From an optimization exercise on the open Yosys and OpenROAD flow, aimed at small area, a short achievable clock period and few clock cycles; shortcuts taken in it are not production practice. Only simulation tests tie the RTL to the original design; equivalence was not proved.

## flow/run.sh

```bash
#!/bin/bash
# synth_recipe.tcl (not shown) runs the flow's synth.tcl, then flattens the netlist and writes it again
# the make line also repeats each setting of config.mk as NAME=value (left out here)
make -C /OpenROAD-flow-scripts/flow DESIGN_CONFIG=/design/flow/config.mk WORK_HOME=/design/flow/orfs CLKGATE_MAP_FILE= SYNTH_SCRIPT=/design/flow/synth_recipe.tcl finish
```

## flow/config.mk

```make
export PLATFORM = sky130hd
export DESIGN_NAME = BAS
export DESIGN_NICKNAME = BAS
export VERILOG_FILES = /design/flow/design.v
export SDC_FILE = /design/flow/constraint.sdc
export NUM_CORES = 8
export LEC_CHECK = 0
export CAP_MARGIN = 20
export CORE_MARGIN = 2
export CORE_UTILIZATION = 45
export SLEW_MARGIN = 20
```

## flow/constraint.sdc

```tcl
create_clock -name core_clock -period 72.0 [get_ports {clk}]
set_input_delay 14.4000 -clock core_clock [delete_from_list [all_inputs] [get_ports {clk}]]
set_output_delay 14.4000 -clock core_clock [all_outputs]
set_load 0.01 [all_outputs]
```

## flow/design.v

```verilog
module Bfloat16_add(
    input [15:0]c,
    input [15:0]d,
    output reg [15:0]sum);
    wire [7:0]e1, e2;
    wire s1, s2;
    reg C, sign;
    reg [2:0]position;
    reg [7:0]n1, n2;    
    reg [7:0]exponent, S;
    reg [6:0]mantissa;
    assign e1 = c[14:7];
    assign e2 = d[14:7];
    assign s1 = c[15];
    assign s2 = d[15];
    always@(*)
    begin
        if(e1>e2)
        begin
            n1 = {1'b1, c[6:0]}; 
            n2 = {1'b1, d[6:0]}>>(e1-e2);
            sign = s1;
            if(~(s1^s2))
            begin
                {C, S} = n1+n2;
                if(C)
                begin
                    mantissa = S[7:1];
                    exponent = e1+1;
                end
                else
                begin
                    mantissa = S[6:0];
                    exponent = e1;
                end
            end
            else
            begin
                S = n1-n2;
                position = S[7]?0:(S[6]?1:(S[5]?2:(S[4]?3:(S[3]?4:(S[2]?5:S[1]?6:7)))));
                exponent = e1-position;
                case(position)
                    3'd0: mantissa = S[6:0];
                    3'd1: mantissa = {S[5:0], 1'd0};
                    3'd2: mantissa = {S[4:0], 2'd0};
                    3'd3: mantissa = {S[3:0], 3'd0};
                    3'd4: mantissa = {S[2:0], 4'd0};
                    3'd5: mantissa = {S[1:0], 5'd0};
                    3'd6: mantissa = {S[0], 6'd0};
                    3'd7: mantissa = 0;
                    default: mantissa = 0;               
                endcase
            end            
        end       
        else if(e2>e1)
        begin
            n1 = {1'b1, c[6:0]}>>(e2-e1); 
            n2 = {1'b1, d[6:0]};
            sign = s2;
            if(~(s1^s2))
            begin
                {C, S} = n1+n2;
                if(C)
                begin
                    mantissa = S[7:1];
                    exponent = e2+1;
                end
                else
                begin
                    mantissa = S[6:0];
                    exponent = e2;
                end
            end
            else
            begin
                S = n2-n1;
                position = S[7]?0:(S[6]?1:(S[5]?2:(S[4]?3:(S[3]?4:(S[2]?5:S[1]?6:7)))));
                exponent = e2-position;
                case(position)
                    3'd0: mantissa = S[6:0];
                    3'd1: mantissa = {S[5:0], 1'd0};
                    3'd2: mantissa = {S[4:0], 2'd0};
                    3'd3: mantissa = {S[3:0], 3'd0};
                    3'd4: mantissa = {S[2:0], 4'd0};
                    3'd5: mantissa = {S[1:0], 5'd0};
                    3'd6: mantissa = {S[0], 6'd0};
                    3'd7: mantissa = 0;
                    default: mantissa = 0;               
                endcase
            end            
        end
    else
    begin
         n1 = {1'b1, c[6:0]}; 
         n2 = {1'b1, d[6:0]};
         if(~(s1^s2))
         begin
            sign = s1;
            {C, S} = n1+n2;
            if(C)
            begin
                 mantissa = S[7:1];
                 exponent = e1+1;
            end
            else
            begin
                 mantissa = S[6:0];
                 exponent = e1;
            end
         end
         else
         begin
            if(n1>n2)
            begin
                S = n1-n2;
                position = S[6]?1:(S[5]?2:(S[4]?3:(S[3]?4:(S[2]?5:S[1]?6:7))));
                case(position)
                    3'd0: mantissa = S[6:0];
                    3'd1: mantissa = {S[5:0], 1'd0};
                    3'd2: mantissa = {S[4:0], 2'd0};
                    3'd3: mantissa = {S[3:0], 3'd0};
                    3'd4: mantissa = {S[2:0], 4'd0};
                    3'd5: mantissa = {S[1:0], 5'd0};
                    3'd6: mantissa = {S[0], 6'd0};
                    3'd7: mantissa = 7'd0;              
                endcase
                exponent = e1 - position;
                sign = s1;
            end
            else if(n2>n1)
            begin
                S = n2-n1;
                position = S[6]?1:(S[5]?2:(S[4]?3:(S[3]?4:(S[2]?5:S[1]?6:7))));
                case(position)
                    3'd0: mantissa = S[6:0];
                    3'd1: mantissa = {S[5:0], 1'd0};
                    3'd2: mantissa = {S[4:0], 2'd0};
                    3'd3: mantissa = {S[3:0], 3'd0};
                    3'd4: mantissa = {S[2:0], 4'd0};
                    3'd5: mantissa = {S[1:0], 5'd0};
                    3'd6: mantissa = {S[0], 6'd0};
                    3'd7: mantissa = 0;               
                endcase
                exponent = e2 - position;
                sign = s2;
            end
            else
            begin
                {sign, exponent, mantissa} = 0;
            end
         end
      end
      sum = {sign, exponent, mantissa};           
    end   
endmodule
module Bfloat16_mul(
    input [15:0]a, 
    input [15:0]b, 
    output reg [15:0]product);
    reg sign, carry;
    reg [15:0] mul, inter;
    reg [1:0]temp, position;
    reg [7:0]exponent, n1, n2;
    reg [6:0]mantissa;
    reg [7:0]roundoff;
    wire [4:0] point;
    wire [2:0]count1, count2;
    assign count1 = a[0]?3'd7:(a[1]?3'd6:(a[2]?3'd5:(a[3]?3'd4:(a[4]?3'd3:(a[5]?3'd2:(a[6]?3'd1:3'd0))))));
    assign count2 = b[0]?3'd7:(b[1]?3'd6:(b[2]?3'd5:(b[3]?3'd4:(b[4]?3'd3:(b[5]?3'd2:(b[6]?3'd1:3'd0))))));
    assign point = count1+count2;
    always@(*)
    begin
        if(count1 == 3'd7)
            n1 = {1'b1, a[6:0]};
        else if(count1 == 3'd6)
            n1 = {1'b0, 1'b1, a[6:1]};
        else if(count1 == 3'd5)
            n1 = {2'b0, 1'b1, a[6:2]};
        else if(count1 == 3'd4)
            n1 = {3'b0, 1'b1, a[6:3]};
        else if(count1 == 3'd3)
            n1 = {4'b0, 1'b1, a[6:4]};
        else if(count1 == 3'd2)
            n1 = {5'b0, 1'b1, a[6:5]};
        else if(count1 == 3'd1)
            n1 = {6'b0, 1'b1, a[6]};
        else
            n1 = {7'b0, 1'b1};
        if(count2 == 3'd7)
            n2 = {1'b1, b[6:0]};
        else if(count2 == 3'd6)
            n2 = {1'b0, 1'b1, b[6:1]};
        else if(count2 == 3'd5)
            n2 = {2'b0, 1'b1, b[6:2]};
        else if(count2 == 3'd4)
            n2 = {3'b0, 1'b1, b[6:3]};
        else if(count2 == 3'd3)
            n2 = {4'b0, 1'b1, b[6:4]};
        else if(count2 == 3'd2)
            n2 = {5'b0, 1'b1, b[6:5]};
        else if(count2 == 3'd1)
            n2 = {6'b0, 1'b1, b[6]};
        else
            n2 = {7'b0, 1'b1};
    end
    always@(*)
    begin
        if(a[14:0] == 0 | b[14:0] ==0)
        begin
            product = 0;
        end
        else if(a[14:7] == 255 | b[14:7] == 255)
        begin
            sign = a[15]^b[15];
            product = {sign, 8'd255, 7'b0};
        end
        else
        begin
            sign = a[15]^b[15];
            mul = n1*n2;
            temp = mul >> point;
            position = temp[1]?2'd2:(temp[0]?2'd1:2'd0);
            inter = mul[15]?mul:(mul[14]?(mul<<1):(mul[13]?(mul<<2):(mul[12]?(mul<<3):(mul[11]?(mul<<4):(mul[10]?(mul<<5):(mul[9]?(mul<<6):(mul[8]?(mul<<7):(mul[7]?(mul<<8):(mul[6]?(mul<<9):(mul[5]?(mul<<10):(mul[4]?(mul<<11):(mul[3]?(mul<<12):(mul[2]?(mul<<13):(mul[1]?(mul<<14):(mul<<15)))))))))))))));
            if(inter[7])
            begin
                {carry, roundoff} = inter[15:8]+1;
                if(carry)
                begin
                    mantissa = roundoff[7:1];
                    exponent = a[14:7] + b[14:7] - 127 + position;
                end
                else
                begin
                    mantissa = roundoff[6:0];
                    exponent = a[14:7] + b[14:7] - 127 + position - 1;
                end
            end
            else
            begin
                mantissa = inter[14:8]; 
                exponent = a[14:7] + b[14:7] - 127 + position - 1;
            end
            product = {sign, exponent, mantissa};
        end 
    end          
endmodule
module fitness_func(input [15:0]x, input [15:0]y, output [15:0]out);
    wire [15:0]num2 = 16'h4000;
    wire [15:0]num5 = 16'hC0A0;
    wire [15:0]num7 = 16'hC0E0;
    wire [15:0]w1, w2, w3, w4, w5, w6, w7, w8;
    Bfloat16_mul m1(num2, y, w1);
    Bfloat16_mul m2(num2, x, w2);
    Bfloat16_add a3(x, w1, w3);
    Bfloat16_add a4(w2, y, w4);
    Bfloat16_add a5(w3, num7, w5);
    Bfloat16_add a6(w4, num5, w6);
    Bfloat16_mul m7(w5, w5, w7);
    Bfloat16_mul m8(w6, w6, w8);
    Bfloat16_add a9(w7, w8, out);
endmodule
module twin_lfsr(input clk, input reset, input [8:0]seed1, input [8:0]seed2, output [15:0]n1, output [15:0]n2);
    reg [8:0]N1, N2;
    always @(posedge clk)
    begin
        if(reset)
        begin
            N1 <= seed1;
            N2 <= seed2;
        end
        else 
        begin
            N1[8] <= N1[7];             N2[8] <= N2[7];
            N1[7] <= N1[6];             N2[7] <= N2[6];
            N1[6] <= N1[5]^N1[8];       N2[6] <= N2[5]^N2[8];
            N1[5] <= N1[8];             N2[5] <= N2[8];
            N1[4] <= N1[0];             N2[4] <= N2[0];
            N1[3] <= N1[4];             N2[3] <= N2[4];
            N1[2] <= N1[3]^N1[0];       N2[2] <= N2[3]^N2[0];
            N1[1] <= N1[2];             N2[1] <= N2[2];
            N1[0] <= N1[1];             N2[0] <= N2[1];
        end
    end
    assign n1 = {N1[8], 5'b01111, N1[7], 1'b1, 1'b0, N1[6:0]};
    assign n2 = {N2[8], 5'b01111, N2[7], 1'b1, 1'b0, N2[6:0]};
endmodule
`timescale 1ns / 1ps
module BAS(input clk, input reset, input [8:0]count, input [8:0]seed1, input [8:0]seed2, input [15:0]xi, input [15:0]yi, input [15:0]P, input [15:0]E, output [15:0]xo, output [15:0]yo, output [15:0]fo, output reg [31:0]clk_cnt, output reg done);
    reg [8:0]counter;
    reg [15:0]x, y, f, x_temp, y_temp, r1, x1, y1;
    wire [15:0]dx, dy, xr, yr, xl, yl, dfx, dfy;
    wire [15:0]w1, w2, w3, w4, w5, w6, w7, w8, w9, w10, w11, fr, fl, f_temp, p_t, e_t;
    reg sign;
    reg [15:0]p, e, tt;
    twin_lfsr i1(clk, reset, seed1, seed2, dx, dy);
    assign w1 = {~dx[15], dx[14:0]};
    assign w2 = {~dy[15], dy[14:0]};
    Bfloat16_mul i2(p, dx, w3);
    Bfloat16_mul i3(p, dy, w4);
    Bfloat16_add i4(w3, x, xr);
    Bfloat16_add i5(w4, y, yr);
    Bfloat16_mul i6(p, w1, w5);
    Bfloat16_mul i7(p, w2, w6);
    Bfloat16_add i8(w5, x, xl);
    Bfloat16_add i9(w6, y, yl);
    fitness_func i10(xr, yr, fr);
    fitness_func i11(xl, yl, fl);
    fitness_func i12(x_temp, y_temp, f_temp);
    Bfloat16_mul i13(dfx, e, w7);
    Bfloat16_mul i14(dfy, e, w8);
    Bfloat16_add i15(x, w7, w9);
    Bfloat16_add i16(y, w8, w10);
    assign dfx = {sign, dx[14:0]};
    assign dfy = {sign, dy[14:0]};
    always@(posedge clk)
    begin
        if(reset) begin
            counter <= count;
            clk_cnt <= 0;
            done <= 0;
            x <= xi;
            y <= yi;
            p <= P;
            e <= E;
            f <= f_temp;
        end
        else begin
            counter <= (counter != 0)?(counter-1'b1):(counter);
            if(counter == 0)
            begin
                clk_cnt <= clk_cnt;
                done <= 1'b1;
                x <= x;
                y <= y;
                f <= f;
            end
            else
            begin
                clk_cnt <= clk_cnt + 1;
                done <= 0;
                x <= x1;
                y <= y1;
                f <= r1;
            end
        end
    end
    always@(*)
    begin
        if(fr[15] == 1'b1 & fl[15] == 1'b0)         sign = 1'b1;
        else if(fr[15] == 1'b0 & fl[15] == 1'b1)    sign = 1'b0;
        else
        begin
            if(fr[14:10] > fl[14:10])               sign = fr[15]?1'b1:1'b0;
            else if(fr[14:10] < fl[14:10])          sign = fr[15]?1'b0:1'b1;
            else
            begin
                if(fr[9:0] > fl[9:0])               sign = fr[15]?1'b1:1'b0;
                else                                sign = fr[15]?1'b0:1'b1;
            end
        end 
    end
    always@(*)
    begin
        if(reset) begin
            x_temp = xi;
            y_temp = yi;
        end
        else begin
            x_temp = w9;
            y_temp = w10;
        end            
    end
    always@(*)
    begin
        if(f_temp[15] == 1'b1 & f[15] == 1'b0) begin
            r1 = f_temp;
            x1 = x_temp;
            y1 = y_temp;
        end
        else if(f_temp[15] == 1'b0 & f[15] == 1'b1) begin   
            r1 = f;
            x1 = x;
            y1 = y;
        end
        else
        begin
            if(f_temp[14:10] > f[14:10]) begin
                r1 = f[15]?f_temp:f;
                x1 = f[15]?x_temp:x;
                y1 = f[15]?y_temp:y;
            end
            else if(f_temp[14:10] < f[14:10]) begin          
                r1 = f[15]?f:f_temp;
                x1 = f[15]?x:x_temp;
                y1 = f[15]?y:y_temp;
            end
            else
            begin
                if(f_temp[9:0] > f[9:0]) begin
                    r1 = f[15]?f_temp:f;
                    x1 = f[15]?x_temp:x;
                    y1 = f[15]?y_temp:y;
                 end
                else begin                                 
                    r1 = f[15]?f:f_temp;
                    x1 = f[15]?x:x_temp;
                    y1 = f[15]?y:y_temp;
                end
            end
        end           
    end
    assign xo = x;
    assign yo = y;
    assign fo = f;
endmodule
```

==> results.sh <==
export IMPL_status="complete, no violations"
export IMPL_yosys_top_cells_area="ha_1, nor2_1, fa_1"
export IMPL_grt_pass1_wl_um=936000
export IMPL_grt_pass1_vias=157322
export IMPL_routabilityCongestion=1.04
export IMPL_drt_iter0_markers=17834
export IMPL_crit_buf_inv=54
export IMPL_relSlewSlack_pct=15.7
export IMPL_drc=0
export IMPL_cp_top_family="compound AO/OA/AOI/OAI gates"
export IMPL_syn_instance_count=22150
export IMPL_syn_to_final_growth_pct=12.9
export IMPL_postRouteAntennaNets=0
export IMPL_crit_type="reg2reg"
export IMPL_vias_per_cell=6.37
export IMPL_fmax_ghz=0.0146
export IMPL_dieArea_sq_um=335000
export IMPL_start_util_pct=45.3
export IMPL_routed_wl_um=616000
export IMPL_finalHoldViolCount=0
export IMPL_synth_edf_count=88
export IMPL_cts_buffer_depth=3
export IMPL_yosys_area_top_type="ha_1"
export IMPL_fin_skew_ns=0.0459
export IMPL_fin_crit_ns=68.47
export IMPL_netlist_area_sq_um=149000
export IMPL_max_stage_delay_ns=0.61
export IMPL_yosysSeqAreaShare_pct=2.47
export IMPL_drv_cap=0
export IMPL_path_clk_slew_ns=0.08
export IMPL_hp_class="reg2reg"
export IMPL_clk_insertion_delay_late_ns=0.56
export IMPL_gr_usage_all_layers_pct=34.7
export IMPL_crit_top_cell="a21oi_1"
export IMPL_dpl_cell_area_sq_um=160000
export IMPL_core_area_sq_um=328000
export IMPL_wl_per_cell_um=22.9
export IMPL_drv_slew=0
export IMPL_setup_violations_final=0
export IMPL_final_area_sq_um=168000
export IMPL_tightest_slew_ns=1.26
export IMPL_final_util_pct=51.2
export IMPL_antenna_found_initial=14
export IMPL_timing_final_crit_share_pct=95.1
export IMPL_pin_count=174
export IMPL_synth_top_area_share_pct=13.2
export IMPL_cts_root_buffer="clkbuf_16"
export IMPL_overflow=0
export IMPL_h_tree_depth=4
export IMPL_cp_slowest_cell="or4b_4"
export IMPL_io_buffers=172
export IMPL_cts_tree="built"
export IMPL_mostFrequentLayoutCells="nor2_1, nand2_1, a21oi_1"
export IMPL_path_max_fanout=12
export IMPL_synthFlopType="edfxtp_1"
export IMPL_cp_arrival_ns=68.70
export IMPL_drive_gt1_share_pct=13.5
export IMPL_cts_inserted_buffers=25
export IMPL_hpwl_um=493000
export IMPL_synth_cell_types=160
export IMPL_num_rows=210
export IMPL_avgSynthCellArea_sq_um=6.71
export IMPL_cp_required_ns=72.23
export IMPL_cts_sinks=139
export IMPL_worstSetupStartpointType="register"
export IMPL_dieWidth_um=579
export IMPL_yosysWarnings=4
export IMPL_grt_max_degree=69
export IMPL_ys_seq_elements=139
export IMPL_finalNetCount=24697
export IMPL_dr_pass1_iters=12
export IMPL_regArea_sq_um=3670
export IMPL_multiInputGateArea_sq_um=139000
export IMPL_fillers=33534
export IMPL_synthArstFlopShare_pct=0
export IMPL_setup_worst_path_end_class="register"
export IMPL_die_h_um=579
export IMPL_vias=171381
export IMPL_mostFrequentLayoutCell="nor2_1"
[per-layer routing]
layer,track usage [%],wire length (um),vias to the layer above,part of all wire (%)
met3,3.89,47100,1388,7.6
li1,-,-,81165,-
met2,56.1,275000,7759,45
met4,16.3,33400,8,5.4
met5,0,45,-,0.0073
met1,45.9,260000,81061,42
[worst paths after layout]
check                                              start  slack [ns]                       end  cells past startpoint
worst max-delay path                      p[6]$_DFFE_PP_        3.53           y[12]$_DFFE_PP_                    341
worst min-delay path            clk_cnt[16]$_SDFFE_PP0N_        0.51  clk_cnt[16]$_SDFFE_PP0N_                      2
worst max register to register            p[6]$_DFFE_PP_        3.53           y[12]$_DFFE_PP_                    341
worst min register to register  clk_cnt[16]$_SDFFE_PP0N_        0.51  clk_cnt[16]$_SDFFE_PP0N_                      2
[cells in the mapped netlist (88+ instances only)]
library cell and n:
a22oi_1 96, o2111ai_1 90, a311oi_1 114, o221ai_1 117, buf_2 134, o21a_1 157
a211oi_1 489, fa_1 480, and3_1 191, nand3_1 576, clkbuf_1 955, o22ai_1 215
o21ai_0 1349, a21oi_1 1733, nor2_1 2710, and2_1 185, o211ai_1 314, a21o_1 450
nor3_1 585, edfxtp_1 88, ha_1 1573, nor4_1 157, nand2_1 2006, a31oi_1 291
nor2b_1 220, o31ai_1 173, o21bai_1 241, nand2b_1 229, or2_2 150, a221oi_1 132
mux2i_1 401, nand4_1 196, mux2_2 128, o21ai_1 89, or3_1 198, inv_1 1623
a211o_1 89, xnor2_1 1053, xor2_1 391
[worst reg2reg max path: cells and delay by family (launching register included)]
kind,cells,cell delay [ns]
multiplexers,5,1.56
flip-flops,1,0.41
AO/OA/AOI/OAI,133,25.07
adder cells (fa/ha/maj),42,15.29
buffers and inverters,54,7.42
XOR/XNOR,15,2.12
AND/OR/NAND/NOR,92,16.21
[cell families (layout without fill, tap and decap cells)]
logic type      count (synthesis)  after routing  synth area share (%)
mux                           567            567                  4.20
fa+ha+maj                    2054           2054                  19.7
other cells                     1             23               0.00252
flops                         139            139                  2.47
compound gates               7239           7240                  33.0
xor+xnor                     1452           1454                  8.60
buf+inv                      2918           3304                  7.60
simple gates                 7780           7780                  24.4
[stage by stage]
step	instances	TNS [ns]	hold slack (ns)	setup WS, ns
finish	26907	0	0.507	3.53
floorplan	22168	0	0.495	0.236
detailed placement	26586	-149.82	0.496	-3.13
global placement	26585	-115.48	0.487	-2.48
CTS	26631	0	0.509	0.00996
global route	26904	-23.10	0.530	-0.514
[area by class of cell]
type / instances / area share (%)
Sequential cell: 139 / 2.19
Clock inverter: 7 / 0.0343
Clock buffer: 26 / 0.375
Inverter: 1715 / 3.85
Antenna cell: 4 / 0.00596
Tap cell: 4346 / 3.24
Multi-Input combinational cell: 19114 / 82.9
Timing Repair Buffer: 1556 / 7.40
[flip-flops by register name (all words and copies together) (netlist names)]
| name | cells |
|---|---|
| e | 16 |
| i1.N1 | 9 |
| done | 1 |
| f | 15 |
| y | 16 |
| p | 16 |
| clk_cnt | 32 |
| counter | 9 |
| x | 16 |
| i1.N2 | 9 |
[timing repair]
| action | in CTS | in global routing |
|---|---|---|
| cloned | 0 | 12 |
| setup endpoints to repair | 62 | 62 |
| pin swaps | 5 | 247 |
| setup buffers | 12 | 260 |
| gates resized for setup | 143 | 1050 |
| hold buffers | 0 | 0 |
| endpoints found under the hold margin | 0 | 0 |
Testbench counts, summed over its fixed seeds: cycles 48,332.

-- afterwards: timing with drivers on the ports --
In the flow no input, the clock included, has a driving cell. The finished layout below was timed again as built, in two steps.
Step 1 assumes that a clkbuf_16 drives the clock port and a buf_2 every other input.
Step 2 also shifts input and output timing later by t, the mid clock arrival at the registers, as if the neighbouring blocks saw the same clock.
Slacks: no drivers / after step 1 / after step 2; pairs: no drivers / after step 1.
shift t [ns]: 0.617
setup WS [ns]: 3.529 / 3.529 / 3.529
slew at the worst register clock pin (ns): 0.08 / 0.08
After both steps this run still meets setup and hold. The setup slack of this run moves by 0.000 ns with the drivers and by 0.000 ns with both steps.
